From an optimization exercise on the open Yosys and OpenROAD flow, aimed at small area, a short achievable clock period and few clock cycles per item; shortcuts taken in it are not production practice.
RTL that was checked went through simulation tests only; none was proved equivalent to the original.
No functional check of the RTL was part of run 1.
Power figures rest on the tool's default switching activity, not on a simulated workload.

==> flow/design.v, too long to show whole: its modules and the start of the top module <==
// module FP16_MAC_pipeline: 918 lines
module FP16_MAC_pipeline(
    input [15:0]data_k,
    input [15:0]data_x,
    input [15:0]data_b,
    input rst,
    input input_valid,
    input clk,
    input [1:0]opcode,
    output reg [15:0]data_o,
    output reg output_up,
    output reg [1:0]opcode_o
    );
  // ...
==> flow/run.sh <==
#!/bin/bash
# synth_recipe.tcl (not shown) runs the flow's synth.tcl, then flattens the netlist and writes it again
# the make line also repeats each setting of config.mk as NAME=value (left out here)
make -C /OpenROAD-flow-scripts/flow DESIGN_CONFIG=/design/flow/config.mk WORK_HOME=/design/flow/orfs CLKGATE_MAP_FILE= SYNTH_SCRIPT=/design/flow/synth_recipe.tcl finish
==> flow/config.mk <==
export PLATFORM = sky130hd
export DESIGN_NAME = FP16_MAC_pipeline
export DESIGN_NICKNAME = FP16_MAC_pipeline
export VERILOG_FILES = /design/flow/design.v
export SDC_FILE = /design/flow/constraint.sdc
export NUM_CORES = 4
export LEC_CHECK = 0
export CAP_MARGIN = 20
export CORE_MARGIN = 2
export CORE_UTILIZATION = 65
export CTS_CLUSTER_DIAMETER = 80
export CTS_CLUSTER_SIZE = 30
export PLACE_DENSITY = 0.7
export SETUP_SLACK_MARGIN = 3.3
export SLEW_MARGIN = 20
==> flow/constraint.sdc <==
create_clock -name core_clock -period 6.0 [get_ports {clk}]
set_input_delay 1.2000 -clock core_clock [delete_from_list [all_inputs] [get_ports {clk}]]
set_output_delay 1.2000 -clock core_clock [all_outputs]
set_load 0.01 [all_outputs]
==> impl_metrics.toml, run 1 <==
[setup_path]
path_cells = "buf_12, a22oi_1, xor2_1, fa_1, fa_1, inv_1, fa_1"
crit_required_ns = 6.41
cp_max_fo = 6
reg2reg_from = "bt1_r1"

[floorplanning]
io_pins = 72
die_h_microns = 171
die-area_sq_um = 29200
die_w_microns = 171
core_area_sq_um = 27600

[power_and_ir_drop]
comb_power_share_pct = 48.3
swShare_pct = 41.3

[cells_and_area]
final_cells = 2222
multi_input_area_sq_um = 9890
multi_input_area_share_pct = 49.1
inv_count = 108
buffers = 104
seq_cell_count = 385
stdcell_area_sq_um = 20200
fill_cells = 2030

[synthesis]
synth-seq-area-share_pct = 42.5
netlist_top_cells_count = "385 x dfxtp_1, 127 x nand2_1, 127 x xnor2_1"
ys.flop_type = "dfxtp_1"
synthSimpleGateAreaFrac_pct = 11.1
async_reset_ff_share_pct = 0
avgSynthCellArea_sq_um = 10.0

[timing]
max_slew_margin_pct = 48.5
finalCritPeriodShare_pct = 44.7
final-hold-violation-count = 0
rsz0062_at_grt = "yes"
worstMarginPinSlew_ns = 0.771

[cts]
cts_tree = "done"
cts_resized = 49
htree_levels = 1

[drt]
vias_per_cell = 5.91
vias = 13100
route.met2.wl_microns = 20200
drt-pass1-iter-count = 5

[outcome]
outcome = "finished clean"

[worst_hold_path]
hp-class = "register to register"

[global_route]
grt_first_pass_wirelength_microns = 65300
antenna_found_initial = 0
top_usage_layer = "met2"
grt_util_all_layers_pct = 28.0

[placement]
hpwlAfterDp_microns = 31200
==> run 2, diff against run 1 <==
--- a/flow/design.v
+++ b/flow/design.v
@@ -595,3 +595,3 @@
     wire eX_2;
-    wire [6:0] eh_2;
+    wire [5:0] eh_2;
     wire signed [6:0] dd_ctl2 = e0_r2 - {2'b00, eb_r2};
@@ -602,3 +602,3 @@
     assign eX_2 = (dd_ctl2 == 7'sd21) | (dd_ctl2 == -7'sd22);
-    assign eh_2 = ph_2 ? e0_r2 : {2'b00, eb_r2};
+    assign eh_2 = ph_2 ? e0_r2[5:0] : {1'b0, eb_r2};
     reg [4:0] ad_r3;
@@ -606,3 +606,3 @@
     reg eX_r3;
-    reg [6:0] eh_r3;
+    reg [5:0] eh_r3;
     reg [10:0] mb_r3;
@@ -646,3 +646,3 @@
     assign sh_3 = ph_align3 ? sp_r3 : sb_r3;
-    reg [6:0] eh_r4;
+    reg [5:0] eh_r4;
     reg [21:0] gv_r4;
@@ -817,3 +817,3 @@
     reg [33:0] a_r5;
-    reg [6:0] eh_r5;
+    reg [5:0] eh_r5;
     reg [1:0] op_r5;
@@ -844,3 +844,3 @@
     reg [33:0] a_r6;
-    reg [6:0] eh_r6;
+    reg [5:0] eh_r6;
     reg [1:0] op_r6;
@@ -861,3 +861,3 @@
     wire rnd_6;
-    wire [6:0] ef_6;
+    wire [5:0] ef_6;
     wire [36:0] z0_shift6 = {a_r6, 3'b000};
@@ -890,4 +890,4 @@
     assign rnd_6 = z1_shift6[25];
-    assign ef_6 = eh_r6 + 7'd1 - {2'b00, s_r6};
-    reg [6:0] ef_r7;
+    assign ef_6 = eh_r6 + 6'd1 - {1'b0, s_r6};
+    reg [5:0] ef_r7;
     reg [10:0] man_r7;
@@ -908,3 +908,3 @@
     wire [15:0] res_7;
-    wire [16:0] t_round7 = {ef_r7, 10'd0} + {6'd0, man_r7} + {16'd0, rnd_r7};
+    wire [16:0] t_round7 = {1'b0, ef_r7, 10'd0} + {6'd0, man_r7} + {16'd0, rnd_r7};
     assign res_7 = zero_r7 ? 16'd0 :
--- a/flow/config.mk
+++ b/flow/config.mk
@@ -9,6 +9,6 @@
 export CORE_MARGIN = 2
-export CORE_UTILIZATION = 65
+export CORE_UTILIZATION = 60
 export CTS_CLUSTER_DIAMETER = 80
 export CTS_CLUSTER_SIZE = 30
-export PLACE_DENSITY = 0.7
+export PLACE_DENSITY = 0.75
 export SETUP_SLACK_MARGIN = 3.3
==> run 2 against run 1 <==
Still clean on timing, DRC and antenna; combinational power decreased by 5.1%; die area increased by 6.5%; total power shrank 4.1%; global-route usage decreased by 3.5 points; synthesized cell count is 0.55% lower; setup slack gained 0.056 ns; count of clock-buffer cells in the layout decreased by 3.
==> impl_metrics.toml, run 2 <==
[outcome]
outcome = "finished clean"

[drt]
wl_per_cell_microns = 17.4
ant_nets = 0
vias_per_cell = 5.71
drc = 0
vias = 12600
drt_iter0_markers = 770
wl_microns = 38400
drt-pass1-iter-count = 5

[synthesis]
ys.flop_type = "dfxtp_1"
syn-instance-count = 1802
synthAdderAreaFrac_pct = 12.1
synthSimpleGateAreaFrac_pct = 11.3
synth_compound_area_share_pct = 14.1
synth-seq-area-share_pct = 42.6
synth_top_family_by_area = "compound AO/OA/AOI/OAI gates"
async_reset_ff_share_pct = 0
synth_edf_count = 0
avgSynthCellArea_sq_um = 9.91
synth-xor-area-share_pct = 8.24
postSynthNetCount = 2001
synth.most_common_cell = "dfxtp_1"
synth_top_area_cell = "dfxtp_1"
synth_top_area_share_pct = 42.6
ys_ff_latch = 380
ys_types = 73
muxShareOfSynthArea_pct = 7.34
ys_warn_count = 1
syn-cell-area_sq_um = 17900
ys_top_cells_by_area = "dfxtp_1 43%, ha_1 7.1%, xnor2_1 5.2%, fa_1 5.0%, mux2i_1 3.9%"
netlist_top_cells_count = "380 x dfxtp_1, 124 x nand2_1, 110 x nor2_1"

[setup_path]
r2r.worst_path.cells = 8
cp.arrival_ns = 3.04
cp_max_fo = 19
rr_endpoint = "s_r6[1]"
crit_path_end_kind = "register"
reg2reg_slack_ns = 3.37
reg2reg_from = "eh_r5[0]"
worstSetupStartpointType = "register"
worstSetupPathType = "register to register"
crit_required_ns = 6.41

[power_and_ir_drop]
total_power_mw = 10.9
seqPwrFrac_pct = 39.6
pwr-share-clk_pct = 12.5
swShare_pct = 40.4
p_leak_nw = 8.11
vdd_drop_max_uv = 279
p_int_mw = 6.50
p_switching_mw = 4.40
comb_power_share_pct = 47.8
power_density_nw_per_um2 = 555

[cts]
htree_levels = 1
cts_root_buf = "clkbuf_16"
cts.hold.buffers_added = 0
clock_latency_ns = 0.52
clk_pin_slew_worst_paths_ns = 0.11
cts.sink_count = 380
clockBufferDepth = 3
cts_tree = "done"
cts_buffers = 17

[worst_hold_path]
hold_start = "eb_r1[3]"
hp-class = "register to register"
holdPathStages = 0
min_to = "eb_r2[3]"

[cells_and_area]
fill_cells = 2321
layout_commonest_cell = "dfxtp_1"
mostFrequentLayoutCells = "353 x dfxtp_1, 124 x nand2_1, 108 x nor2_1"
nets = 2015
diodes = 0
drive_above_1_share_pct = 9.29
area_growth_pct = 10.0
stdcell_area_sq_um = 19600
reg_top3 = "a_r5 x34, a_r6 x34, pv_r4 x33"

[timing]
finalSetupTns_ns = 0
final.setup_skew_ns = 0.0156
final-hold-violation-count = 0
max_slew_margin_pct = 50.8
finalCritPeriodShare_pct = 43.8
rsz0062_at_grt = "yes"
setup_viol = 0
min_period_ns = 2.63
clock.fmax_ghz = 0.380
drv_slew = 0
worstMarginPinSlew_ns = 0.738

[global_route]
grt_util_all_layers_pct = 24.5
gr-total-overflow = 0
grt_start_max_net_pins = 47
grt_pass1_vias = 12300
antenna_found_initial = 0
grt_first_pass_wirelength_microns = 61700

[floorplanning]
io_pins = 72
die_h_microns = 176
core_area_sq_um = 29500
initial_core_util_pct = 60.6
die_w_microns = 176
die-area_sq_um = 31100
core.rowCount = 63

[placement]
place_area_sq_um = 18700
place.gp.congestion = 0.914
hpwlAfterDp_microns = 29500
io_buffers = 71

[flow_run]
cap_violations = 0
==> run 2: cell types whose count changed in the layout (fill, tap and decap cells not counted), sizes merged, moves of 9 or more <==
cell	before	now
xor2	43	61
a21oi	73	105
o22ai	17	8
o21a	16	4
inv	106	93
o211ai	25	14
nor2	91	111
xnor2	127	107
==> run 2: area by class of cell <==
type / count / area [sq um] / area share, %
Clock inverter: 6 / 98.8 / 0.503
Clock buffer: 17 / 425 / 2.17
Inverter: 93 / 354 / 1.80
Multi-Input combinational cell: 1227 / 9660 / 49.2
Tap cell: 390 / 488 / 2.48
Sequential cell: 380 / 7670 / 39.1
Timing Repair Buffer: 97 / 943 / 4.80
==> run 2: kinds of logic (layout without fill, tap and decap cells) <==
family | after synthesis | after routing
flops | 380 | 380
buf+inv | 195 | 213
mux | 111 | 111
fa+ha+maj | 146 | 146
xor+xnor | 168 | 168
simple gates | 420 | 420
compound gates | 382 | 382
==> run 2: through the flow <==
stage	hold WS, ns	cells	util, %	setup slack [ns]
finish	0.326	2210	66.6	3.37
global route	0.340	2210	66.6	3.18
global placement	0.310	2172	63.6	2.92
detailed placement	0.312	2172	63.6	2.88
CTS	0.326	2198	65.8	3.23
floorplan	0.310	1802	-	3.30
==> run 2: how the worst max path moves through the flow <==
stage | slack [ns] | start | to
after floorplan | 3.30 | bn1_r1 | plo_r2[8]
after global placement | 2.92 | ph_r3 | pv_r4[28]
after detailed placement | 2.88 | ph_r3 | pv_r4[28]
after CTS | 3.23 | ph_r3 | pv_r4[31]
after global routing | 3.18 | eh_r5[0] | s_r6[1]
final | 3.37 | eh_r5[0] | s_r6[1]
==> run 2: power groups by stage <==
stage	sequential (mW)	combinational, mW	clock (mW)
finish	4.32	5.21	1.37
global route	4.43	5.83	1.50
CTS	4.30	5.08	1.41
detailed placement	4.35	4.95	0
global placement	4.32	4.83	0
floorplan	3.98	3.98	0
==> run 2: what timing repair did <==
item / CTS / global route
gates resized for setup: 37 / 47
gates cloned: 0 / 1
setup buffers: 3 / 11
hold endpoints to repair: 0 / 0
setup endpoints to repair: 93 / 85
pin swaps: 4 / 5
==> run 2: metal layers <==
| layer | up-vias | global-route usage [%] | routed length [microns] |
|---|---|---|---|
| met2 | 307 | 47.1 | 20200 |
| met5 | - | 0 | 0 |
| li1 | 6271 | - | - |
| met1 | 5959 | 28.6 | 15800 |
| met4 | 0 | 7.13 | 1110 |
| met3 | 77 | 2.15 | 1240 |
==> run 2: critical path: stages (launching register included) <==
cell      delay, ns
dfxtp_1        0.80
xor2_1         0.44
nor2b_1        0.27
a21boi_0       0.14
o21ai_0        0.11
a21boi_0       0.10
o21ai_0        0.23
a221oi_1       0.11
a311oi_1       0.33
Testbench counts of run 2, summed over its fixed seeds: cycles 2,112, items 2,048.
==> run 3, diff against run 2 <==
--- a/flow/config.mk
+++ b/flow/config.mk
@@ -12,4 +12,5 @@
 export CTS_CLUSTER_SIZE = 30
+export GPL_ROUTABILITY_DRIVEN = 0
 export PLACE_DENSITY = 0.75
-export SETUP_SLACK_MARGIN = 3.3
+export SETUP_SLACK_MARGIN = 3.2
 export SLEW_MARGIN = 20
==> run 3 against run 2 <==
Still clean; combinational power fell by 3%; synthesized area did not move; total power barely moved; sequential power barely moved; non-clock buffer count fell by 12; via count barely moved; global-route usage fell by 1.2 points; critical path depth fell by 1; first-iteration DRC count fell by 8.1%; critical path type unchanged; largest cell class unchanged.
==> impl_metrics.toml, run 3 <==
[cells_and_area]
fill_cells = 2363
diodes = 0
drive_above_1_share_pct = 8.22
area_growth_pct = 9.64
reg_top3 = "a_r5 x34, a_r6 x34, pv_r4 x33"
mostFrequentLayoutCells = "353 x dfxtp_1, 124 x nand2_1, 109 x nor2_1"
layout_commonest_cell = "dfxtp_1"
nets = 2004

[synthesis]
async_reset_ff_share_pct = 0
synth-seq-area-share_pct = 42.6
ys.flop_type = "dfxtp_1"
syn-cell-area_sq_um = 17900
ys_warn_count = 1
ys_ff_latch = 380
avgSynthCellArea_sq_um = 9.91
synth_top_area_cell = "dfxtp_1"
syn-instance-count = 1802
synth_edf_count = 0
ys_top_cells_by_area = "dfxtp_1 43%, ha_1 7.1%, xnor2_1 5.2%, fa_1 5.0%, mux2i_1 3.9%"
synth_top_area_share_pct = 42.6
ys_types = 73
netlist_top_cells_count = "380 x dfxtp_1, 124 x nand2_1, 110 x nor2_1"
postSynthNetCount = 2001
synth.most_common_cell = "dfxtp_1"

[drt]
drt-pass1-iter-count = 5
drc = 0
wl_per_cell_microns = 16.5
vias = 12600
vias_per_cell = 5.73
drt_iter0_markers = 708
wl_microns = 36400
ant_nets = 0

[power_and_ir_drop]
vdd_drop_max_uv = 292
total_power_mw = 10.9
power_density_nw_per_um2 = 557
p_leak_nw = 8.11

[global_route]
antenna_found_initial = 0
grt_first_pass_wirelength_microns = 59400
gr-total-overflow = 0
grt_util_all_layers_pct = 23.2
grt_pass1_vias = 12300
grt_start_max_net_pins = 47

[setup_path]
worstSetupPathType = "register to register"
path_common_cell = "fa_1"
critical-path-top-delay-family = "adder cells"
cp_slowest_stage_delay_ns = 0.64
worstSetupStartpointType = "register"
crit_required_ns = 6.43
cp.arrival_ns = 3.12
cp_max_fo = 12
crit_path_end_kind = "register"
cp_num_buf_inv = 2
path_cells = "a22oi_1, xnor2_1, fa_1, inv_1, fa_1, fa_1, inv_1"
cp_slowest_cell = "dfxtp_1"

[cts]
cts.hold.buffers_added = 0
cts_tree = "done"
cts_root_buf = "clkbuf_16"
htree_levels = 1
clk_pin_slew_worst_paths_ns = 0.10
clock_latency_ns = 0.53
cts.sink_count = 380
cts_buffers = 18
clockBufferDepth = 3

[timing]
drv_slew = 0
rsz0062_at_grt = "no"
worstMarginPinSlew_ns = 1.08
setup_viol = 0
min_period_ns = 2.69
final.setup_skew_ns = 0.0146
clock.fmax_ghz = 0.372
final-hold-violation-count = 0
max_slew_margin_pct = 28.1
finalSetupTns_ns = 0
finalCritPeriodShare_pct = 44.8

[floorplanning]
die-area_sq_um = 31100
initial_core_util_pct = 60.6
core.rowCount = 63
core_area_sq_um = 29500
die_h_microns = 176
io_pins = 72
die_w_microns = 176

[placement]
io_buffers = 71
hpwlAfterDp_microns = 27900

[outcome]
outcome = "finished clean"

[flow_run]
cap_violations = 0

[worst_hold_path]
hp-class = "register to register"
run 3: cell counts after synthesis:
No cell type changed its count.
run 3: what timing repair did:
item / 4_1_cts / 5_1_grt
gates cloned: 0 / 1
buffers inserted: 3 / 3
gates resized for setup: 18 / 43
pin swaps: 1 / 7
setup endpoints to repair: 79 / 66
endpoints found under the hold margin: 0 / 0
run 3: area by class of cell:
cell class	instances	area [sq um]	area share [%]
multi-input cells	1227	9580	48.9
flip-flops and latches	380	7660	39.1
repair buffers	85	858	4.39
well taps	390	488	2.49
clock buffers	19	475	2.43
inverters	93	357	1.82
clock inverters	8	158	0.805
run 3: kinds of logic (layout without fill, tap and decap cells):
logic type	after synthesis	count (layout)	synth area share, %
DFF	380	380	42.6
buffers and inverters	195	205	4.25
xor gates and xnor gates	168	168	8.24
AOI/OAI and AO/OA	382	382	14.1
adders and majority gates	146	146	12.1
and+or+nand+nor	420	420	11.3
muxes	111	111	7.34
run 3: worst paths after layout:
kind	from	to	slack, ns	depth (start not counted)
worst max register to register	mk_r1[10]	fs101_r2	3.31	7
worst min-delay path	eh_r4[1]	eh_r5[1]	0.32	0
worst min register to register	eh_r4[1]	eh_r5[1]	0.32	0
worst max-delay path	mk_r1[10]	fs101_r2	3.31	7
run 3: metal layers:
metal	vias to the layer above	track usage (%)	share of wire (%)
met1	5941	28.0	42
met5	-	0	0
met4	0	9.95	4.3
met2	342	42.2	50
met3	98	2.09	3.9
li1	6234	-	-
run 3: per-stage QoR:
| stage | hold WS (ns) | instances | instance area (sq um) | setup slack [ns] | utilization (%) |
|---|---|---|---|---|---|
| 2_1_floorplan | 0.310 | 1802 | 17900 | 3.22 | - |
| 3_3_place_gp | 0.310 | 2168 | 18700 | 2.93 | 63.5 |
| 3_5_place_dp | 0.312 | 2168 | 18700 | 2.93 | 63.5 |
| 4_1_cts | 0.332 | 2198 | 19400 | 3.23 | 65.8 |
| 5_1_grt | 0.340 | 2202 | 19600 | 3.18 | 66.4 |
| 6_report | 0.319 | 2202 | 19600 | 3.31 | 66.4 |
run 3: power breakdown:
group | total (mW) | internal (mW) | switching [mW]
combinational | 5.03 | 2.35 | 2.68
sequential | 4.34 | 3.49 | 0.853
clock | 1.52 | 0.732 | 0.793
==> run 4, diff against run 3 <==
--- a/flow/config.mk
+++ b/flow/config.mk
@@ -9,3 +9,3 @@
 export CORE_MARGIN = 2
-export CORE_UTILIZATION = 60
+export CORE_UTILIZATION = 65
 export CTS_CLUSTER_DIAMETER = 80
@@ -13,4 +13,4 @@
 export GPL_ROUTABILITY_DRIVEN = 0
-export PLACE_DENSITY = 0.75
-export SETUP_SLACK_MARGIN = 3.2
+export PLACE_DENSITY = 0.8
+export SETUP_SLACK_MARGIN = 3.3
 export SLEW_MARGIN = 20
==> run 4 against run 3 <==
Non-clock buffer count up 18; wire length increased by 4.6%; design area rose by 0.66%; synthesized area did not move.
==> impl_metrics.toml, run 4 <==
[setup_path]
worstSetupStartpointType = "register"
worstSetupPathType = "register to register"
cp.arrival_ns = 3.11
crit_required_ns = 6.45
reg2reg_slack_ns = 3.34
cp_slowest_cell = "o41a_1"
cp_max_fo = 12
cp_slowest_stage_delay_ns = 0.47
crit_path_end_kind = "register"
path_cells = "a21oi_1, o22ai_1, or4_1, o221a_4, o41a_1, buf_12, nor2_4, mux2i_1, xnor2_1"

[floorplanning]
initial_core_util_pct = 66.2
die_h_microns = 170
die_w_microns = 170
io_pins = 72
die-area_sq_um = 28800
core.rowCount = 60
core_area_sq_um = 27000

[placement]
pre_cts_slack_ns = 2.93
io_buffers = 71
place_area_sq_um = 18700
hpwlAfterDp_microns = 28400
dp_cells = 2119

[timing]
setup_viol = 0
clock.fmax_ghz = 0.376
min_period_ns = 2.66
worstMarginPinSlew_ns = 0.723
final.setup_skew_ns = 0.0209
finalSetupTns_ns = 0
finalCritPeriodShare_pct = 44.3
max_slew_margin_pct = 51.7
hold_ws_ns = 0.334
rsz0062_at_grt = "yes"
final-hold-violation-count = 0
fin_ws_ns = 3.34
drv_slew = 0

[synthesis]
syn-instance-count = 1802
synth_edf_count = 0
synth_top_area_share_pct = 42.6
synth-seq-area-share_pct = 42.6
synth.most_common_cell = "dfxtp_1"
ys_warn_count = 1
avgSynthCellArea_sq_um = 9.91
netlist_top_cells_count = "380 x dfxtp_1, 124 x nand2_1, 110 x nor2_1"
synth_top_area_cell = "dfxtp_1"
ys.flop_type = "dfxtp_1"
ys_types = 73
syn-cell-area_sq_um = 17900
postSynthNetCount = 2001
ys_top_cells_by_area = "dfxtp_1 43%, ha_1 7.1%, xnor2_1 5.2%, fa_1 5.0%, mux2i_1 3.9%"
async_reset_ff_share_pct = 0
ys_ff_latch = 380

[cells_and_area]
drive_above_1_share_pct = 10.1
stdcell_area_sq_um = 19700
fin_util_pct = 73.1
final_cells = 2167
area_growth_pct = 10.4
nets = 2021
layout_commonest_cell = "dfxtp_1"
reg_top3 = "a_r5 x34, a_r6 x34, pv_r4 x33"
diodes = 0
mostFrequentLayoutCells = "347 x dfxtp_1, 124 x nand2_1, 107 x nor2_1"

[cts]
htree_levels = 1
clockBufferDepth = 3
cts.sink_count = 380
clock_latency_ns = 0.53
cts_buffers = 17
cts_tree = "done"
clk_pin_slew_worst_paths_ns = 0.11
cts_root_buf = "clkbuf_16"
cts.hold.buffers_added = 0

[power_and_ir_drop]
p_leak_nw = 8.18
p_int_mw = 6.51
pwr-share-clk_pct = 12.1
comb_power_share_pct = 48.0
swShare_pct = 40.5
power_density_nw_per_um2 = 555
seqPwrFrac_pct = 39.9
total_power_mw = 10.9
p_switching_mw = 4.43
vdd_drop_max_uv = 282

[global_route]
use_met2_pct = 48.6
grt_pass1_vias = 12800
grt_start_max_net_pins = 47
gr-total-overflow = 0
grt_first_pass_wirelength_microns = 61200
top_usage_layer = "met2"
met3_usage_pct = 3.10
grt_util_all_layers_pct = 25.9
grtUsageMet1_pct = 30.3
antenna_found_initial = 0

[drt]
drt-pass1-iter-count = 5
wl_per_cell_microns = 17.6
drc = 0
wl_microns = 38000
ant_nets = 0
vias = 12900
drt_iter0_markers = 866
vias_per_cell = 5.97

[worst_hold_path]
hp-class = "register to register"

[outcome]
outcome = "finished clean"

[flow_run]
cap_violations = 0
## run 4: cells by family (layout without fill, tap and decap cells)
logic type	count (synthesis)	after routing	share of synthesized area (%)
simple gates	420	420	11.3
compound gates	382	382	14.1
flops	380	380	42.6
buf+inv	195	219	4.25
xor+xnor	168	168	8.24
fa+ha+maj	146	146	12.1
mux	111	111	7.34
## run 4: timing repair
action	in CTS	in global routing
setup endpoints to repair	97	81
hold endpoints to repair	0	0
pin swaps	6	14
cloned	0	3
gates resized for setup	32	56
buffers inserted	5	17
## run 4: worst max-delay path: cells and delay by family (launching register included)
| family | cells | cell delay (ns) |
|---|---|---|
| compound gates | 4 | 1.03 |
| simple gates | 2 | 0.61 |
| flops | 1 | 0.38 |
| mux | 1 | 0.25 |
| buf+inv | 1 | 0.18 |
| xor+xnor | 1 | 0.15 |
## run 4: metal layers
metal  up-vias  wire, microns  share of wire, %
li1       6278              -                 -
met1      6094          15200                40
met2       460          19400                51
met3        96           2000               5.3
met4         0           1410               3.7
met5         -              0                 0
## run 4: final cells by class
cell class,instances,area [sq um]
fillers,1912,7250
well taps,341,427
flip-flops and latches,380,7680
inverters,93,355
multi-input cells,1227,9680
clock buffers,18,439
repair buffers,103,1060
clock inverters,5,53.8
## run 4: power groups by stage
stage | clock (mW) | sequential [mW] | combinational [mW]
2_1_floorplan | 0 | 3.98 | 3.98
3_3_place_gp | 0 | 4.33 | 4.66
3_5_place_dp | 0 | 4.37 | 4.85
4_1_cts | 1.34 | 4.31 | 4.98
5_1_grt | 1.43 | 4.47 | 5.86
6_report | 1.32 | 4.37 | 5.25
## run 4: final timing paths
kind / cells after the start / from / endpoint
setup / recovery: 9 / pv_r4[20] / a_r5[30]
setup reg to reg: 9 / pv_r4[20] / a_r5[30]
hold / removal: 0 / eh_r4[1] / eh_r5[1]
hold reg to reg: 0 / eh_r4[1] / eh_r5[1]
==> run 5, diff against run 4 <==
--- a/flow/config.mk
+++ b/flow/config.mk
@@ -7,5 +7,5 @@
 export LEC_CHECK = 0
-export CAP_MARGIN = 20
+export CAP_MARGIN = 10
 export CORE_MARGIN = 2
-export CORE_UTILIZATION = 65
+export CORE_UTILIZATION = 60
 export CTS_CLUSTER_DIAMETER = 80
@@ -13,4 +13,4 @@
 export GPL_ROUTABILITY_DRIVEN = 0
-export PLACE_DENSITY = 0.8
+export PLACE_DENSITY = 0.75
 export SETUP_SLACK_MARGIN = 3.3
-export SLEW_MARGIN = 20
+export SLEW_MARGIN = 10
==> run 5 against run 4 <==
Setup slack improved by 0.015 ns; final cell count up 2.0%; total power decreased by 0.43%; register-to-register slack improved by 0.02 ns; maximum frequency is 0.57% higher; via count shrank 2.8%; first-iteration DRC count down 13%; synthesized cell count unchanged; largest cell class unchanged.
==> impl_metrics.toml, run 5 <==
[cells_and_area]
fill_cells = 2359
regArea_sq_um = 7680
diodes = 0
mostFrequentLayoutCells = "345 x dfxtp_1, 124 x nand2_1, 108 x nor2_1"
layout_commonest_cell = "dfxtp_1"
reg_top3 = "a_r5 x34, a_r6 x34, pv_r4 x33"
area_growth_pct = 10.3
fin_util_pct = 66.8
drive_above_1_share_pct = 9.78
nets = 2014
multi_input_area_sq_um = 9640

[synthesis]
syn-cell-area_sq_um = 17900
synthAdderAreaFrac_pct = 12.1
synth_edf_count = 0
synth-xor-area-share_pct = 8.24
synthSimpleGateAreaFrac_pct = 11.3
synth_top_area_share_pct = 42.6
avgSynthCellArea_sq_um = 9.91
async_reset_ff_share_pct = 0
ys_types = 73
muxShareOfSynthArea_pct = 7.34
synth-seq-area-share_pct = 42.6
postSynthNetCount = 2001
synth_top_area_cell = "dfxtp_1"
synth_compound_area_share_pct = 14.1
ys.flop_type = "dfxtp_1"
syn-instance-count = 1802
ys_top_cells_by_area = "dfxtp_1 43%, ha_1 7.1%, xnor2_1 5.2%, fa_1 5.0%, mux2i_1 3.9%"
ys_ff_latch = 380
netlist_top_cells_count = "380 x dfxtp_1, 124 x nand2_1, 110 x nor2_1"
synth.most_common_cell = "dfxtp_1"
ys_warn_count = 1
synth_top_family_by_area = "compound AO/OA/AOI/OAI gates"

[floorplanning]
io_pins = 72
core_area_sq_um = 29500
die_h_microns = 176
core.rowCount = 63
initial_core_util_pct = 60.6
die_w_microns = 176
die-area_sq_um = 31100

[global_route]
antenna_found_initial = 0
grt_pass1_vias = 12000
gr-total-overflow = 0
grt_util_all_layers_pct = 22.9
grt_start_max_net_pins = 47
grt_first_pass_wirelength_microns = 58700

[placement]
io_buffers = 71
hpwlAfterDp_microns = 27600

[setup_path]
crit_required_ns = 6.40
rr_endpoint = "plo_r2[8]"
startpoint = "bt0_r1"
crit_path_end = "plo_r2[8]"
critical-path-top-delay-family = "adder cells"
path_cells = "a22oi_2, xnor2_1, ha_1, inv_1, fa_1, fa_1, inv_1, ha_1, o21ai_0, nand2b_1"
r2r.worst_path.cells = 10
cp_num_buf_inv = 2
worstSetupPathType = "register to register"
reg2reg_slack_ns = 3.36
cp.arrival_ns = 3.05
cp.depth = 10
crit_path_end_kind = "register"
reg2reg_from = "bt0_r1"
cp_slowest_stage_delay_ns = 0.51
worstSetupStartpointType = "register"
cp_slowest_cell = "fa_1"
cp_max_fo = 11

[cts]
cts_buffers = 17
htree_levels = 1
cts.hold.buffers_added = 0
cts_root_buf = "clkbuf_16"
clockBufferDepth = 3
clock_latency_ns = 0.51
cts_tree = "done"
cts.sink_count = 380
clk_pin_slew_worst_paths_ns = 0.10

[drt]
vias = 12600
drt_iter0_markers = 754
drt-pass1-iter-count = 6
drc = 0
ant_nets = 0
wl_microns = 36100
vias_per_cell = 5.69
wl_per_cell_microns = 16.3

[timing]
clock.fmax_ghz = 0.378
worstMarginPinSlew_ns = 0.680
drv_slew = 0
finalCritPeriodShare_pct = 44.1
rsz0062_at_grt = "yes"
max_slew_margin_pct = 54.6
setup_viol = 0
final.setup_skew_ns = 0.0132
final-hold-violation-count = 0
finalSetupTns_ns = 0
hold_ws_ns = 0.325
min_period_ns = 2.64

[power_and_ir_drop]
p_switching_mw = 4.31
comb_power_share_pct = 47.6
power_density_nw_per_um2 = 553
p_leak_nw = 8.14
total_power_mw = 10.9
seqPwrFrac_pct = 39.7
pwr-share-clk_pct = 12.6
swShare_pct = 39.6
p_int_mw = 6.58
vdd_drop_max_uv = 277

[flow_run]
cap_violations = 0

[outcome]
outcome = "finished clean"

[worst_hold_path]
hp-class = "register to register"
run 5: cell counts after synthesis:
Identical to the previous run, type by type.
run 5: timing repair:
item,in CTS,in global routing
gates cloned,0,3
buffers inserted,3,11
setup endpoints to repair,92,83
pin swaps,2,10
gates resized for setup,26,61
run 5: cells by family (layout without fill, tap and decap cells):
group,after synthesis,count (layout)
and+or+nand+nor,420,420
AOI/OAI and AO/OA,382,382
DFF,380,380
buffers and inverters,195,213
xor gates and xnor gates,168,168
adders and majority gates,146,146
muxes,111,111
run 5: metrics by stage:
stage               instances  setup WS (ns)  instance area, sq um
finish                   2210           3.36                 19700
global route             2210           3.25                 19700
CTS                      2196           3.30                 19400
detailed placement       2169           2.94                 18700
global placement         2169           2.98                 18700
floorplan                1802           3.30                 17900
run 5: routing by layer:
metal | part of all wire [%] | global-route usage [%] | vias up
li1 | - | - | 6279
met1 | 42 | 28.6 | 5865
met2 | 50 | 40.9 | 345
met3 | 3.5 | 2.05 | 75
met4 | 3.7 | 9.06 | 0
met5 | 0 | 0 | -
run 5: how the worst min path moves through the flow:
stage | cells after the start | startpoint | end
finish | 0 | eh_r4[5] | eh_r5[5]
global route | 0 | mb_r1[8] | mb_r2[8]
CTS | 0 | sp_r1 | sp_r2
detailed placement | 0 | a_r5[0] | a_r6[0]
global placement | 0 | op_r6[0] | op_r7[0]
floorplan | 0 | a_r5[0] | a_r6[0]
run 5: power by group through the flow:
stage               clock, mW  sequential [mW]  combinational, mW
global placement            0             4.32               4.71
global route             1.52             4.44               5.83
finish                   1.38             4.33               5.19
detailed placement          0             4.34               4.83
CTS                      1.41             4.29               4.95
floorplan                   0             3.98               3.98
run 5: final cells by class:
type,instances,area share [%]
clock buffer,18,2.23
clock inverter,6,0.521
inverter,93,1.80
multi-input combinational,1227,48.9
sequential,380,39.0
tap,390,2.48
timing repair buffer,96,5.02
==> run 6, diff against run 5 <==
--- a/flow/config.mk
+++ b/flow/config.mk
@@ -7,3 +7,3 @@
 export LEC_CHECK = 0
-export CAP_MARGIN = 10
+export CAP_MARGIN = 20
 export CORE_MARGIN = 2
@@ -11,3 +11,3 @@
 export CTS_CLUSTER_DIAMETER = 80
-export CTS_CLUSTER_SIZE = 30
+export CTS_CLUSTER_SIZE = 35
 export GPL_ROUTABILITY_DRIVEN = 0
@@ -15,2 +15,2 @@
 export SETUP_SLACK_MARGIN = 3.3
-export SLEW_MARGIN = 10
+export SLEW_MARGIN = 20
==> run 6 against run 5 <==
Synthesized cell count unchanged; critical endpoint unchanged; synthesized area did not move; clock power is 12% lower; setup slack worse by 0.00080 ns; final cell count is 0.14% lower; worst hold slack got worse by 0.0039 ns; highest routed layer unchanged; count of clock-buffer cells in the layout is 3 lower; register-to-register slack about the same; still clean.
==> impl_metrics.toml, run 6 <==
[placement]
io_buffers = 71
pre_cts_slack_ns = 2.94
dp_cells = 2169
hpwlAfterDp_microns = 27600
place_area_sq_um = 18700

[setup_path]
cp_slowest_stage_delay_ns = 0.51
startpoint = "bt0_r1"
worstSetupPathType = "register to register"
crit_path_end = "plo_r2[8]"
crit_path_end_kind = "register"
crit_required_ns = 6.40
cp_max_fo = 11
rr_endpoint = "plo_r2[8]"
path_cells = "a22oi_2, xnor2_1, ha_1, inv_1, fa_1, fa_1, inv_1, ha_1, o21ai_0, nand2b_1"
cp.arrival_ns = 3.04
r2r.worst_path.cells = 10
cp_slowest_cell = "fa_1"
worstSetupStartpointType = "register"
reg2reg_slack_ns = 3.36
reg2reg_from = "bt0_r1"

[floorplanning]
die_w_microns = 176
core_area_sq_um = 29500
die-area_sq_um = 31100
initial_core_util_pct = 60.6
die_h_microns = 176
core.rowCount = 63
io_pins = 72

[cells_and_area]
regArea_sq_um = 7680
nets = 2012
stdcell_area_sq_um = 19600
reg_top3 = "a_r5 x34, a_r6 x34, pv_r4 x33"
fin_util_pct = 66.4
multi_input_area_sq_um = 9630
drive_above_1_share_pct = 9.69
area_growth_pct = 9.66
fill_cells = 2368
mostFrequentLayoutCells = "344 x dfxtp_1, 124 x nand2_1, 108 x nor2_1"
diodes = 0
layout_commonest_cell = "dfxtp_1"
final_cells = 2207

[timing]
setup_viol = 0
finalSetupTns_ns = 0
drv_slew = 0
rsz0062_at_grt = "yes"
final-hold-violation-count = 0
max_slew_margin_pct = 53.8
finalCritPeriodShare_pct = 44.1
clock.fmax_ghz = 0.378
hold_ws_ns = 0.321
fin_ws_ns = 3.36
worstMarginPinSlew_ns = 0.692
final.setup_skew_ns = 0.0263
min_period_ns = 2.64

[flow_run]
cap_violations = 0

[cts]
cts_buffers = 15
cts.hold.buffers_added = 0
clockBufferDepth = 3
htree_levels = 1
clock_latency_ns = 0.52
cts_root_buf = "clkbuf_16"
cts.sink_count = 380
clk_pin_slew_worst_paths_ns = 0.12
cts_tree = "done"

[synthesis]
ys_top_cells_by_area = "dfxtp_1 43%, ha_1 7.1%, xnor2_1 5.2%, fa_1 5.0%, mux2i_1 3.9%"
avgSynthCellArea_sq_um = 9.91
syn-instance-count = 1802
synth.most_common_cell = "dfxtp_1"
ys.flop_type = "dfxtp_1"
ys_warn_count = 1
syn-cell-area_sq_um = 17900
postSynthNetCount = 2001
synth_top_area_cell = "dfxtp_1"
netlist_top_cells_count = "380 x dfxtp_1, 124 x nand2_1, 110 x nor2_1"
async_reset_ff_share_pct = 0
synth_edf_count = 0
ys_ff_latch = 380
synth_top_area_share_pct = 42.6
ys_types = 73
synth-seq-area-share_pct = 42.6

[power_and_ir_drop]
p_switching_mw = 4.30
p_int_mw = 6.42
vdd_drop_max_uv = 273
seqPwrFrac_pct = 40.4
p_leak_nw = 8.09
swShare_pct = 40.1
power_density_nw_per_um2 = 547
total_power_mw = 10.7
comb_power_share_pct = 48.3
pwr-share-clk_pct = 11.3

[drt]
vias = 12500
wl_microns = 36100
wl_per_cell_microns = 16.3
drt_iter0_markers = 750
ant_nets = 0
vias_per_cell = 5.68
drc = 0
drt-pass1-iter-count = 5

[global_route]
grt_pass1_vias = 12000
gr-total-overflow = 0
grt_util_all_layers_pct = 22.9
antenna_found_initial = 0
grt_first_pass_wirelength_microns = 58700
grt_start_max_net_pins = 47

[worst_hold_path]
hp-class = "register to register"

[outcome]
outcome = "finished clean"
## run 6: cell counts after synthesis
No cell type changed its count.
## run 6: worst min-delay path by stage
stage | from | endpoint | slack [ns] | depth (start not counted)
6_report | eh_r4[0] | eh_r5[0] | 0.32 | 0
5_1_grt | eh_r4[1] | eh_r5[1] | 0.34 | 0
4_1_cts | plo_r2[5] | p_r3[5] | 0.34 | 0
3_5_place_dp | a_r5[0] | a_r6[0] | 0.31 | 0
3_3_place_gp | op_r6[0] | op_r7[0] | 0.31 | 0
2_1_floorplan | a_r5[0] | a_r6[0] | 0.31 | 0
## run 6: final cells by class
class,count,area share (%)
Tap cell,390,2.49
Inverter,93,1.82
Multi-Input combinational cell,1227,49.2
Sequential cell,380,39.2
Timing Repair Buffer,96,5.05
Clock inverter,6,0.275
Clock buffer,15,1.92
## run 6: power groups by stage
stage	registers [mW]	clock network (mW)	logic (mW)
2_1_floorplan	3.98	0	3.98
3_3_place_gp	4.32	0	4.71
3_5_place_dp	4.34	0	4.83
4_1_cts	4.29	1.26	4.95
5_1_grt	4.44	1.34	5.83
6_report	4.33	1.21	5.18
## run 6: repair_timing
item,in CTS,in global routing
resized for setup,27,59
gates cloned,0,3
pin swaps,2,10
endpoints found under the setup margin,92,78
buffers inserted,3,11
## run 6: layer usage
layer	share of wire, %	wire length [microns]	vias up	GRT usage [%]
li1	-	-	6258	-
met1	42	15300	5869	28.4
met2	51	18200	324	41.4
met3	3.5	1250	75	1.96
met4	3.7	1340	0	8.64
met5	0	0	-	0
## run 6: cell families (layout without fill, tap and decap cells)
kind of cell,Yosys count,in the layout,share of synthesized area (%)
xor+xnor,168,168,8.24
compound gates,382,382,14.1
mux,111,111,7.34
fa+ha+maj,146,146,12.1
buf+inv,195,210,4.25
flops,380,380,42.6
simple gates,420,420,11.3
## run 6: critical path, delay by kind of cell (launching register included)
kind                     cells  cell delay (ns)
AO/OA/AOI/OAI                2             0.31
XOR/XNOR                     1             0.09
adder cells (fa/ha/maj)      4             1.57
buffers and inverters        2             0.09
flip-flops                   1             0.40
AND/OR/NAND/NOR              1             0.07
==> run 7, diff against run 6 <==
--- a/flow/config.mk
+++ b/flow/config.mk
@@ -10,4 +10,4 @@
 export CORE_UTILIZATION = 60
-export CTS_CLUSTER_DIAMETER = 80
-export CTS_CLUSTER_SIZE = 35
+export CTS_CLUSTER_DIAMETER = 70
+export CTS_CLUSTER_SIZE = 25
 export GPL_ROUTABILITY_DRIVEN = 0
==> run 7 against run 6 <==
Global-route usage up 0.14 points; setup slack better by 0.00058 ns; largest power group unchanged; largest cell class unchanged; die area unchanged; critical path depth unchanged; highest routed layer unchanged; sequential cell count unchanged; combinational power down 1%; via count up 0.79%; clock power up 31%; synthesized area unchanged; total power up 2.9%; worst hold slack better by 0.0078 ns.
==> impl_metrics.toml, run 7 <==
[placement]
io_buffers = 71
hpwlAfterDp_microns = 27600
place_area_sq_um = 18700
dp_cells = 2169

[timing]
setup_viol = 0
final.setup_skew_ns = 0.0158
max_slew_margin_pct = 52.7
worstMarginPinSlew_ns = 0.709
final-hold-violation-count = 0
min_period_ns = 2.64
rsz0062_at_grt = "yes"
drv_slew = 0
finalSetupTns_ns = 0
hold_ws_ns = 0.329
finalCritPeriodShare_pct = 44.1
clock.fmax_ghz = 0.378

[synthesis]
ys_warn_count = 1
synth_top_area_cell = "dfxtp_1"
synth.most_common_cell = "dfxtp_1"
syn-cell-area_sq_um = 17900
async_reset_ff_share_pct = 0
avgSynthCellArea_sq_um = 9.91
ys_ff_latch = 380
syn-instance-count = 1802
ys_types = 73
postSynthNetCount = 2001
netlist_top_cells_count = "380 x dfxtp_1, 124 x nand2_1, 110 x nor2_1"
synth_edf_count = 0
synth_top_area_share_pct = 42.6
ys.flop_type = "dfxtp_1"
synth-seq-area-share_pct = 42.6
ys_top_cells_by_area = "dfxtp_1 43%, ha_1 7.1%, xnor2_1 5.2%, fa_1 5.0%, mux2i_1 3.9%"

[setup_path]
rr_endpoint = "plo_r2[8]"
cp.arrival_ns = 3.07
crit_path_end_kind = "register"
worstSetupPathType = "register to register"
reg2reg_from = "bt0_r1"
worstSetupStartpointType = "register"
cp_max_fo = 11
reg2reg_slack_ns = 3.36
crit_required_ns = 6.43
r2r.worst_path.cells = 10

[floorplanning]
io_pins = 72
die_h_microns = 176
die-area_sq_um = 31100
core.rowCount = 63
core_area_sq_um = 29500
initial_core_util_pct = 60.6
die_w_microns = 176

[power_and_ir_drop]
vdd_drop_max_uv = 325
p_leak_nw = 8.20
power_density_nw_per_um2 = 558

[cells_and_area]
reg_top3 = "a_r5 x34, a_r6 x34, pv_r4 x33"
fill_cells = 2339
area_growth_pct = 10.8
mostFrequentLayoutCells = "348 x dfxtp_1, 124 x nand2_1, 108 x nor2_1"
final_cells = 2221
diodes = 0
nets = 2015
layout_commonest_cell = "dfxtp_1"
drive_above_1_share_pct = 9.78
stdcell_area_sq_um = 19800

[cts]
cts_root_buf = "clkbuf_16"
cts_tree = "done"
cts_buffers = 22
clockBufferDepth = 3
cts.hold.buffers_added = 0
clock_latency_ns = 0.53
htree_levels = 1
clk_pin_slew_worst_paths_ns = 0.09
cts.sink_count = 380

[global_route]
grt_util_all_layers_pct = 23.0
gr-total-overflow = 0
grt_pass1_vias = 12100
grt_start_max_net_pins = 47
grt_first_pass_wirelength_microns = 59000
antenna_found_initial = 0

[worst_hold_path]
holdPathStages = 0
min_to = "eh_r5[5]"
hold_start = "eh_r4[5]"
hp-class = "register to register"

[flow_run]
cap_violations = 0

[drt]
drt_iter0_markers = 767
ant_nets = 0
wl_microns = 36000
wl_per_cell_microns = 16.2
drc = 0
vias = 12600
vias_per_cell = 5.68
drt-pass1-iter-count = 5

[outcome]
outcome = "finished clean"
run 7: layer usage:
layer	GRT usage [%]	wire [microns]
met2	41.8	18200
met4	8.57	1290
met1	28.3	15000
met5	0	0
met3	2.15	1410
run 7: area by class of cell:
class / instances / area [sq um] / area share, %
inverters: 93 / 352 / 1.78
multi-input cells: 1227 / 9610 / 48.6
clock inverters: 11 / 118 / 0.595
well taps: 390 / 488 / 2.47
flip-flops and latches: 380 / 7670 / 38.8
repair buffers: 92 / 923 / 4.67
clock buffers: 28 / 614 / 3.11
run 7: metrics by stage:
stage | power (mW) | worst slack [ns] | utilization [%]
final | 11.0 | 3.36 | 67.1
after global routing | 11.9 | 3.24 | 67.1
after CTS | 10.9 | 3.29 | 66.3
after detailed placement | 9.17 | 2.94 | 63.5
after global placement | 9.03 | 2.98 | 63.5
after floorplan | 7.96 | 3.30 | -
run 7: critical path, stage by stage (launching register included):
cell,delay [ns]
dfxtp_4,0.40
a22oi_2,0.23
xnor2_1,0.09
ha_1,0.27
inv_1,0.05
fa_1,0.49
fa_1,0.51
inv_1,0.04
ha_1,0.30
o21ai_0,0.08
nand2b_1,0.07
run 7: worst max-delay path by stage:
| stage | end | from | slack (ns) |
|---|---|---|---|
| floorplan | plo_r2[8] | bn1_r1 | 3.30 |
| global placement | pv_r4[28] | ph_r3 | 2.98 |
| detailed placement | pv_r4[26] | ph_r3 | 2.94 |
| CTS | pv_r4[30] | ph_r3 | 3.29 |
| global route | plo_r2[8] | mk_r1[2] | 3.24 |
| finish | plo_r2[8] | bt0_r1 | 3.36 |
run 7: where the power goes:
part,total [mW],internal [mW],switching [mW]
clock network,1.59,0.760,0.834
logic,5.12,2.40,2.72
registers,4.32,3.49,0.831
run 7: repair_timing:
| action | CTS | global route |
|---|---|---|
| setup endpoints to repair | 93 | 74 |
| gates cloned | 0 | 1 |
| resized for setup | 26 | 49 |
| buffers inserted | 3 | 9 |
| pin swaps | 2 | 10 |
run 7: cell families (layout without fill, tap and decap cells):
family                   count (synthesis)  count (layout)  synth area share (%)
flip-flops                             380             380                  42.6
adder cells (fa/ha/maj)                146             146                  12.1
multiplexers                           111             111                  7.34
AO/OA/AOI/OAI                          382             382                  14.1
XOR/XNOR                               168             168                  8.24
buffers and inverters                  195             224                  4.25
AND/OR/NAND/NOR                        420             420                  11.3
==> run 8, diff against run 7 <==
--- a/flow/config.mk
+++ b/flow/config.mk
@@ -10,4 +10,4 @@
 export CORE_UTILIZATION = 60
-export CTS_CLUSTER_DIAMETER = 70
-export CTS_CLUSTER_SIZE = 25
+export CTS_CLUSTER_DIAMETER = 60
+export CTS_CLUSTER_SIZE = 30
 export GPL_ROUTABILITY_DRIVEN = 0
==> run 8 against run 7 <==
Still clean; clock skew rose by 0.0048 ns; design area up 1.7%; combinational power is 2% higher; final cell count rose by 0.63%; first-iteration DRC count down 8.7%; sequential cell count unchanged; register-to-register slack barely moved.
==> impl_metrics.toml, run 8 <==
[cts]
clock_latency_ns = 0.57
cts_root_buf = "clkbuf_16"
clockBufferDepth = 3
cts.hold.buffers_added = 0
clk_pin_slew_worst_paths_ns = 0.08
cts_tree = "done"
cts_buffers = 28
cts.sink_count = 380
htree_levels = 1

[worst_hold_path]
holdPathStages = 0
hp-class = "register to register"
hold_start = "eh_r4[5]"
min_to = "eh_r5[5]"

[timing]
max_slew_margin_pct = 51.2
rsz0062_at_grt = "yes"
worstMarginPinSlew_ns = 0.731
setup_viol = 0
fin_ws_ns = 3.36
finalSetupTns_ns = 0
clock.fmax_ghz = 0.379
final.setup_skew_ns = 0.0206
min_period_ns = 2.64
final-hold-violation-count = 0
finalCritPeriodShare_pct = 44.0
drv_slew = 0
hold_ws_ns = 0.318

[floorplanning]
core_area_sq_um = 29500
initial_core_util_pct = 60.6
core.rowCount = 63
die_w_microns = 176
die-area_sq_um = 31100
io_pins = 72
die_h_microns = 176

[cells_and_area]
nets = 2023
drive_above_1_share_pct = 10.8
diodes = 0
reg_top3 = "a_r5 x34, a_r6 x34, pv_r4 x33"
mostFrequentLayoutCells = "347 x dfxtp_1, 124 x nand2_1, 107 x xnor2_1, 107 x nor2_1, 99 x ha_1"
layout_commonest_cell = "dfxtp_1"
area_growth_pct = 12.7
final_cells = 2235

[power_and_ir_drop]
power_density_nw_per_um2 = 572
vdd_drop_max_uv = 333
p_leak_nw = 8.35

[placement]
dp_cells = 2169
io_buffers = 71
pre_cts_slack_ns = 2.94
hpwlAfterDp_microns = 27600

[global_route]
antenna_found_initial = 0
grt_start_max_net_pins = 47
grt_util_all_layers_pct = 23.3
gr-total-overflow = 0
grt_first_pass_wirelength_microns = 59600
grt_pass1_vias = 12200

[drt]
vias_per_cell = 5.71
wl_per_cell_microns = 16.4
drt_iter0_markers = 700
vias = 12800
drc = 0
ant_nets = 0
drt-pass1-iter-count = 5
wl_microns = 36700

[synthesis]
ys_types = 73
ys_warn_count = 1
postSynthNetCount = 2001
avgSynthCellArea_sq_um = 9.91
syn-instance-count = 1802
synth_top_area_share_pct = 42.6
synth_top_area_cell = "dfxtp_1"
async_reset_ff_share_pct = 0
synth-seq-area-share_pct = 42.6
ys.flop_type = "dfxtp_1"
synth_edf_count = 0
ys_top_cells_by_area = "dfxtp_1 43%, ha_1 7.1%, xnor2_1 5.2%, fa_1 5.0%, mux2i_1 3.9%"
syn-cell-area_sq_um = 17900
synth.most_common_cell = "dfxtp_1"
netlist_top_cells_count = "380 x dfxtp_1, 124 x nand2_1, 110 x nor2_1"
ys_ff_latch = 380

[setup_path]
cp_max_fo = 11
cp.arrival_ns = 3.09
worstSetupStartpointType = "register"
rr_endpoint = "plo_r2[8]"
reg2reg_from = "bt0_r1"
r2r.worst_path.cells = 10
worstSetupPathType = "register to register"
reg2reg_slack_ns = 3.36
crit_required_ns = 6.45
crit_path_end_kind = "register"

[flow_run]
cap_violations = 0

[outcome]
outcome = "finished clean"
==> run 8: cell types whose count changed in the layout (fill, tap and decap cells not counted), sizes merged <==
cell      previous run  this run
buf                 20        21
bufinv               0         1
clkbuf              29        35
clkinv               8         5
clkinvlp             2         3
inv                 94       102
==> run 8: report_power, final <==
part	total (mW)	internal, mW	switching (mW)	leakage (nW)
Sequential	4.34	3.49	0.844	3.20
Clock	1.97	1.01	0.960	0.477
Combinational	5.21	2.45	2.76	4.67
Total	11.5	6.95	4.56	8.35
==> run 8: worst max-delay path by stage <==
stage	slack, ns	end	startpoint
finish	3.36	plo_r2[8]	bt0_r1
global route	3.22	a_r5[8]	pv_r4[27]
CTS	3.30	a_r5[28]	pv_r4[12]
detailed placement	2.94	pv_r4[26]	ph_r3
global placement	2.98	pv_r4[28]	ph_r3
floorplan	3.30	plo_r2[8]	bn1_r1
==> run 8: final cells by class <==
class | count | area (sq um)
timing repair buffer | 94 | 956
multi-input combinational | 1227 | 9660
tap | 390 | 488
fill | 2295 | 9370
inverter | 93 | 352
clock inverter | 18 | 228
sequential | 380 | 7680
clock buffer | 33 | 759
==> run 8: timing repair <==
action                     4_1_cts  5_1_grt
buffers inserted                 3       10
setup endpoints to repair       95       70
resized for setup               28       56
gates cloned                     0        2
pin swaps                        2       11
==> run 8: through the flow <==
step                total power [mW]  area [sq um]  utilization, %
floorplan                       7.96         17900               -
global placement                9.03         18700            63.5
detailed placement              9.17         18700            63.5
CTS                             11.3         19800            67.2
global route                    12.4         20100            68.2
finish                          11.5         20100            68.2
==> run 8: cells by family after synthesis <==
group | share of synthesized area, %
AND/OR/NAND/NOR | 11.3
AO/OA/AOI/OAI | 14.1
flip-flops | 42.6
buffers and inverters | 4.25
XOR/XNOR | 8.24
adder cells (fa/ha/maj) | 12.1
multiplexers | 7.34
==> run 8: worst max-delay path: stages (launching register included) <==
cell and delay (ns):
dfxtp_4 0.39, a22oi_2 0.23, xnor2_1 0.09, ha_1 0.27, inv_1 0.05, fa_1 0.49
fa_1 0.51, inv_1 0.04, ha_1 0.30, o21ai_0 0.08, nand2b_1 0.07
==> run 8: per-layer routing <==
| layer | GRT usage [%] | share of wire [%] | up-vias |
|---|---|---|---|
| met5 | 0 | 0 | - |
| met4 | 8.85 | 3.8 | 0 |
| met3 | 2.43 | 3.9 | 74 |
| met2 | 42.2 | 51 | 370 |
| met1 | 28.5 | 42 | 6014 |
| li1 | - | - | 6305 |
==> run 9, diff against run 8 <==
--- a/flow/config.mk
+++ b/flow/config.mk
@@ -10,3 +10,3 @@
 export CORE_UTILIZATION = 60
-export CTS_CLUSTER_DIAMETER = 60
+export CTS_CLUSTER_DIAMETER = 80
 export CTS_CLUSTER_SIZE = 30
==> run 9 against run 8 <==
Still clean; maximum frequency barely moved; sequential power barely moved; global-route usage fell by 0.38 points; wire length fell by 1.8%.
==> impl_metrics.toml, run 9 <==
[power_and_ir_drop]
p_leak_nw = 8.14
power_density_nw_per_um2 = 553
total_power_mw = 10.9
vdd_drop_max_uv = 277

[synthesis]
ys.flop_type = "dfxtp_1"
ys_top_cells_by_area = "dfxtp_1 43%, ha_1 7.1%, xnor2_1 5.2%, fa_1 5.0%, mux2i_1 3.9%"
synth_top_area_share_pct = 42.6
synth_top_area_cell = "dfxtp_1"
synth-seq-area-share_pct = 42.6
syn-instance-count = 1802
ys_ff_latch = 380
avgSynthCellArea_sq_um = 9.91
syn-cell-area_sq_um = 17900
synth.most_common_cell = "dfxtp_1"
ys_types = 73
postSynthNetCount = 2001
ys_warn_count = 1
synth_edf_count = 0
async_reset_ff_share_pct = 0
netlist_top_cells_count = "380 x dfxtp_1, 124 x nand2_1, 110 x nor2_1"

[outcome]
outcome = "finished clean"

[setup_path]
cp.depth = 10
reg2reg_from = "bt0_r1"
rr_endpoint = "plo_r2[8]"
worstSetupStartpointType = "register"
cp_num_buf_inv = 2
path_cells = "a22oi_2, xnor2_1, ha_1, inv_1, fa_1, fa_1, inv_1, ha_1, o21ai_0, nand2b_1"
cp.arrival_ns = 3.05
crit_path_end = "plo_r2[8]"
startpoint = "bt0_r1"
worstSetupPathType = "register to register"
critical-path-top-delay-family = "adder cells"
cp_slowest_cell = "fa_1"
crit_required_ns = 6.40
cp_slowest_stage_delay_ns = 0.51
r2r.worst_path.cells = 10
crit_path_end_kind = "register"
reg2reg_slack_ns = 3.36
cp_max_fo = 11

[timing]
clock.fmax_ghz = 0.378
finalSetupTns_ns = 0
drv_slew = 0
final.setup_skew_ns = 0.0132
min_period_ns = 2.64
finalCritPeriodShare_pct = 44.1
setup_viol = 0
rsz0062_at_grt = "yes"
hold_ws_ns = 0.325
max_slew_margin_pct = 54.6
final-hold-violation-count = 0
worstMarginPinSlew_ns = 0.680

[placement]
hpwlAfterDp_microns = 27600
io_buffers = 71

[floorplanning]
io_pins = 72
die-area_sq_um = 31100
core_area_sq_um = 29500
core.rowCount = 63
die_w_microns = 176
initial_core_util_pct = 60.6
die_h_microns = 176

[cts]
clk_pin_slew_worst_paths_ns = 0.10
clock_latency_ns = 0.51
cts.sink_count = 380
cts_root_buf = "clkbuf_16"
cts.hold.buffers_added = 0
htree_levels = 1
cts_buffers = 17
clockBufferDepth = 3
cts_tree = "done"

[cells_and_area]
fin_util_pct = 66.8
mostFrequentLayoutCells = "345 x dfxtp_1, 124 x nand2_1, 108 x nor2_1"
nets = 2014
area_growth_pct = 10.3
drive_above_1_share_pct = 9.78
reg_top3 = "a_r5 x34, a_r6 x34, pv_r4 x33"
multi_input_area_sq_um = 9640
regArea_sq_um = 7680
diodes = 0
layout_commonest_cell = "dfxtp_1"
fill_cells = 2359

[drt]
drc = 0
drt_iter0_markers = 754
drt-pass1-iter-count = 6
wl_per_cell_microns = 16.3
wl_microns = 36100
vias = 12600
ant_nets = 0
vias_per_cell = 5.69

[worst_hold_path]
hp-class = "register to register"
holdPathStages = 0

[global_route]
grt_start_max_net_pins = 47
grt_pass1_vias = 12000
grt_first_pass_wirelength_microns = 58700
grt_util_all_layers_pct = 22.9
gr-total-overflow = 0
antenna_found_initial = 0

[flow_run]
cap_violations = 0
run 9: cell counts after synthesis:
No cell type changed its count.
run 9: layout make-up:
type	instances	area share, %
clock inverter	6	0.521
inverter	93	1.80
multi-input combinational	1227	48.9
tap	390	2.48
timing repair buffer	96	5.02
clock buffer	18	2.23
sequential	380	39.0
run 9: timing repair:
action	in CTS	in global routing
pin swaps	2	10
endpoints found under the setup margin	92	83
setup buffers	3	11
cloned	0	3
resized for setup	26	61
run 9: worst min-delay path by stage:
stage | startpoint | endpoint | slack (ns)
after CTS | sp_r1 | sp_r2 | 0.33
after floorplan | a_r5[0] | a_r6[0] | 0.31
after global placement | op_r6[0] | op_r7[0] | 0.31
after detailed placement | a_r5[0] | a_r6[0] | 0.31
after global routing | mb_r1[8] | mb_r2[8] | 0.34
final | eh_r4[5] | eh_r5[5] | 0.33
run 9: cells by family after synthesis:
family          after synthesis  synth area share [%]
buf+inv                     195                  4.25
mux                         111                  7.34
compound gates              382                  14.1
xor+xnor                    168                  8.24
fa+ha+maj                   146                  12.1
simple gates                420                  11.3
flops                       380                  42.6
run 9: power breakdown:
| part | total, mW | switching, mW | internal, mW | leakage, nW |
|---|---|---|---|---|
| Clock | 1.38 | 0.748 | 0.629 | 0.264 |
| Sequential | 4.33 | 0.837 | 3.49 | 3.20 |
| Combinational | 5.19 | 2.73 | 2.46 | 4.68 |
run 9: metrics by stage:
stage | worst slack [ns] | std cells | instance area (sq um)
after floorplan | 3.30 | 1802 | 17900
after global placement | 2.98 | 2169 | 18700
after detailed placement | 2.94 | 2169 | 18700
after CTS | 3.30 | 2196 | 19400
after global routing | 3.25 | 2210 | 19700
final | 3.36 | 2210 | 19700
run 9: worst register-to-register path: cells and delay by family, from the launching register on:
kind / cells / cell delay (ns)
adder cells (fa/ha/maj): 4 / 1.57
flip-flops: 1 / 0.40
AO/OA/AOI/OAI: 2 / 0.32
XOR/XNOR: 1 / 0.09
buffers and inverters: 2 / 0.09
AND/OR/NAND/NOR: 1 / 0.07
run 9: layer usage:
metal | global-route usage, % | vias up | share of wire (%)
met5 | 0 | - | 0
met4 | 9.06 | 0 | 3.7
met3 | 2.05 | 75 | 3.5
met2 | 40.9 | 345 | 50
met1 | 28.6 | 5865 | 42
li1 | - | 6279 | -
==> run 10, diff against run 9 <==
--- a/flow/config.mk
+++ b/flow/config.mk
@@ -9,3 +9,3 @@
 export CORE_MARGIN = 2
-export CORE_UTILIZATION = 60
+export CORE_UTILIZATION = 62
 export CTS_CLUSTER_DIAMETER = 80
@@ -13,3 +13,3 @@
 export GPL_ROUTABILITY_DRIVEN = 0
-export PLACE_DENSITY = 0.75
+export PLACE_DENSITY = 0.78
 export SETUP_SLACK_MARGIN = 3.3
==> run 10 against run 9 <==
Still clean; die area shrank 3.2%; total power is 1.8% higher; clock skew is 0.0014 ns lower; sequential power barely moved; non-clock buffer count up 13; largest power group unchanged.
==> impl_metrics.toml, run 10 <==
[synthesis]
synth_edf_count = 0
synth.most_common_cell = "dfxtp_1"
ys_warn_count = 1
ys.flop_type = "dfxtp_1"
ys_ff_latch = 380
syn-instance-count = 1802
postSynthNetCount = 2001
async_reset_ff_share_pct = 0
ys_top_cells_by_area = "dfxtp_1 43%, ha_1 7.1%, xnor2_1 5.2%, fa_1 5.0%, mux2i_1 3.9%"
syn-cell-area_sq_um = 17900
synth-seq-area-share_pct = 42.6
synth_top_area_cell = "dfxtp_1"
avgSynthCellArea_sq_um = 9.91
netlist_top_cells_count = "380 x dfxtp_1, 124 x nand2_1, 110 x nor2_1"
synth_top_area_share_pct = 42.6
ys_types = 73

[setup_path]
cp.arrival_ns = 3.08
reg2reg_from = "pv_r4[12]"
worstSetupStartpointType = "register"
crit_required_ns = 6.43
crit_path_end_kind = "register"
cp_max_fo = 8
startpoint = "pv_r4[12]"
worstSetupPathType = "register to register"

[drt]
drc = 0
drt_iter0_markers = 789
vias_per_cell = 5.81
ant_nets = 0
vias = 12900
wl_microns = 37500
drt-pass1-iter-count = 6
wl_per_cell_microns = 16.9

[floorplanning]
core.rowCount = 62
core_area_sq_um = 28500
die_h_microns = 174
die_w_microns = 174
initial_core_util_pct = 62.5
io_pins = 72
die-area_sq_um = 30200

[timing]
final.setup_skew_ns = 0.0118
worstMarginPinSlew_ns = 0.691
finalSetupTns_ns = 0
setup_viol = 0
rsz0062_at_grt = "yes"
min_period_ns = 2.66
max_slew_margin_pct = 53.9
finalCritPeriodShare_pct = 44.3
final-hold-violation-count = 0
clock.fmax_ghz = 0.377
drv_slew = 0

[global_route]
grt_start_max_net_pins = 47
grt_pass1_vias = 12600
grt_util_all_layers_pct = 24.3
grt_first_pass_wirelength_microns = 60800
gr-total-overflow = 0
antenna_found_initial = 0

[cts]
clock_latency_ns = 0.51
cts_tree = "done"
clockBufferDepth = 3
cts.sink_count = 380
cts.hold.buffers_added = 0
htree_levels = 1
cts_buffers = 17
cts_root_buf = "clkbuf_16"
clk_pin_slew_worst_paths_ns = 0.11

[cells_and_area]
area_growth_pct = 11.4
drive_above_1_share_pct = 11.3
layout_commonest_cell = "dfxtp_1"
diodes = 0
reg_top3 = "a_r5 x34, a_r6 x34, pv_r4 x33"
mostFrequentLayoutCells = "346 x dfxtp_1, 124 x nand2_1, 104 x xnor2_1"
fill_cells = 2213
nets = 2027

[flow_run]
cap_violations = 0

[power_and_ir_drop]
power_density_nw_per_um2 = 558
total_power_mw = 11.1
p_leak_nw = 8.24
vdd_drop_max_uv = 289

[placement]
io_buffers = 71
hpwlAfterDp_microns = 28000

[worst_hold_path]
hp-class = "register to register"
hold_start = "zero_r6"

[outcome]
outcome = "finished clean"
run 10: changes by cell type in the layout (fill, tap and decap cells not counted), sizes merged:
cell	previous run	this run
clkinv	6	4
bufinv	2	1
clkinvlp	1	2
inv	90	92
buf	22	34
bufbuf	0	1
clkbuf	21	20
run 10: worst max-delay path, cell delays in order, from the launching register on:
cell,delay [ns]
dfxtp_4,0.37
ha_2,0.17
o211ai_1,0.24
a21oi_1,0.12
o21a_1,0.22
o221a_4,0.27
buf_4,0.14
o41ai_4,0.29
buf_6,0.20
o21ai_0,0.11
mux2i_1,0.25
xnor2_1,0.18
run 10: logic make-up after synthesis:
| family | synth area share [%] |
|---|---|
| and+or+nand+nor | 11.3 |
| AOI/OAI and AO/OA | 14.1 |
| DFF | 42.6 |
| buffers and inverters | 4.25 |
| xor gates and xnor gates | 8.24 |
| adders and majority gates | 12.1 |
| muxes | 7.34 |
run 10: final timing paths:
path,slack (ns),end,cells after the start
hold reg to reg,0.33,zero_r7,0
setup reg to reg,3.34,a_r5[23],11
hold / removal,0.33,zero_r7,0
setup / recovery,3.34,a_r5[23],11
run 10: where the power goes:
group / internal, mW / switching (mW) / leakage (nW) / total [mW]
clock: 0.575 / 0.762 / 0.245 / 1.34
sequential: 3.49 / 0.869 / 3.20 / 4.36
combinational: 2.58 / 2.82 / 4.79 / 5.40
total: 6.65 / 4.45 / 8.24 / 11.1
run 10: metrics by stage:
step | area (sq um) | setup slack, ns | util [%] | hold WS (ns) | cells
floorplan | 17900 | 3.30 | - | 0.310 | 1802
global placement | 18700 | 2.93 | 65.5 | 0.310 | 2162
detailed placement | 18700 | 2.88 | 65.5 | 0.312 | 2162
CTS | 19400 | 3.22 | 67.9 | 0.333 | 2192
global route | 19900 | 3.23 | 69.7 | 0.336 | 2216
finish | 19900 | 3.34 | 69.7 | 0.331 | 2216
run 10: per-layer routing:
layer	part of all wire [%]	GRT usage [%]
met3	4.2	2.48
met4	3.7	9.24
met5	0	0
met2	51	45.1
met1	41	29.1
run 10: cell type report:
cell class              instances  area, sq um  share of cell area (%)
clock buffers                  17          425                    2.14
clock inverters                 6         78.8                   0.396
inverters                      93          355                    1.79
multi-input cells            1227         9720                    48.9
flip-flops and latches        380         7690                    38.7
well taps                     384          480                    2.42
repair buffers                109         1140                    5.73
run 10: timing repair:
item,in CTS,in global routing
gates resized for setup,34,77
pin swaps,5,11
endpoints found under the setup margin,95,92
setup buffers,6,21
gates cloned,1,3

-- separate check: timing with driven ports --
The results above use ideal ports. As a check the final layouts listed here were re-extracted and re-timed, cells and wires unchanged.
Step 1, drivers: a clkbuf_16 drives clk and a buf_2 each remaining input, both assumed.
Step 2, shift: input delay + t, output delay - t, t = (earliest + latest rising clock arrival at the registers) / 2. This alone moves slack from input paths to output paths.
Slacks: ideal ports / drivers / drivers and shift; pairs: ideal ports / drivers.
| run | t (ns) | setup slack, ns | hold WS [ns] | worst setup path at the end | worst data-port slew with drivers (ns) |
|---|---|---|---|---|---|
| run 1 | 0.555 | 3.315 / 3.315 / 3.090 | 0.330 / 0.330 / 0.330 | input to register | 0.04 |
| run 2 | 0.558 | 3.371 / 3.366 / 3.094 | 0.326 / 0.326 / 0.326 | input to register | 0.03 |
| run 3 | 0.570 | 3.309 / 3.309 / 3.084 | 0.319 / 0.319 / 0.319 | input to register | 0.04 |
| run 4 | 0.572 | 3.342 / 3.338 / 3.176 | 0.334 / 0.334 / 0.334 | input to register | 0.04 |
| run 5 | 0.558 | 3.357 / 3.357 / 3.115 | 0.325 / 0.325 / 0.325 | input to register | 0.04 |
| run 6 | 0.555 | 3.356 / 3.355 / 3.061 | 0.321 / 0.321 / 0.321 | input to register | 0.04 |
| run 7 | 0.573 | 3.357 / 3.352 / 3.040 | 0.329 / 0.329 / 0.329 | input to register | 0.04 |
| run 8 | 0.607 | 3.359 / 3.339 / 3.047 | 0.318 / 0.318 / 0.318 | input to register | 0.04 |
| run 9 | 0.558 | 3.357 / 3.357 / 3.115 | 0.325 / 0.325 / 0.325 | input to register | 0.04 |
| run 10 | 0.557 | 3.345 / 3.345 / 3.101 | 0.331 / 0.331 / 0.331 | input to register | 0.04 |
After both steps every run listed still meets setup and hold. For run 7, which loses most, drivers alone change the setup slack by -0.005 ns; drivers and shift together by -0.317 ns.
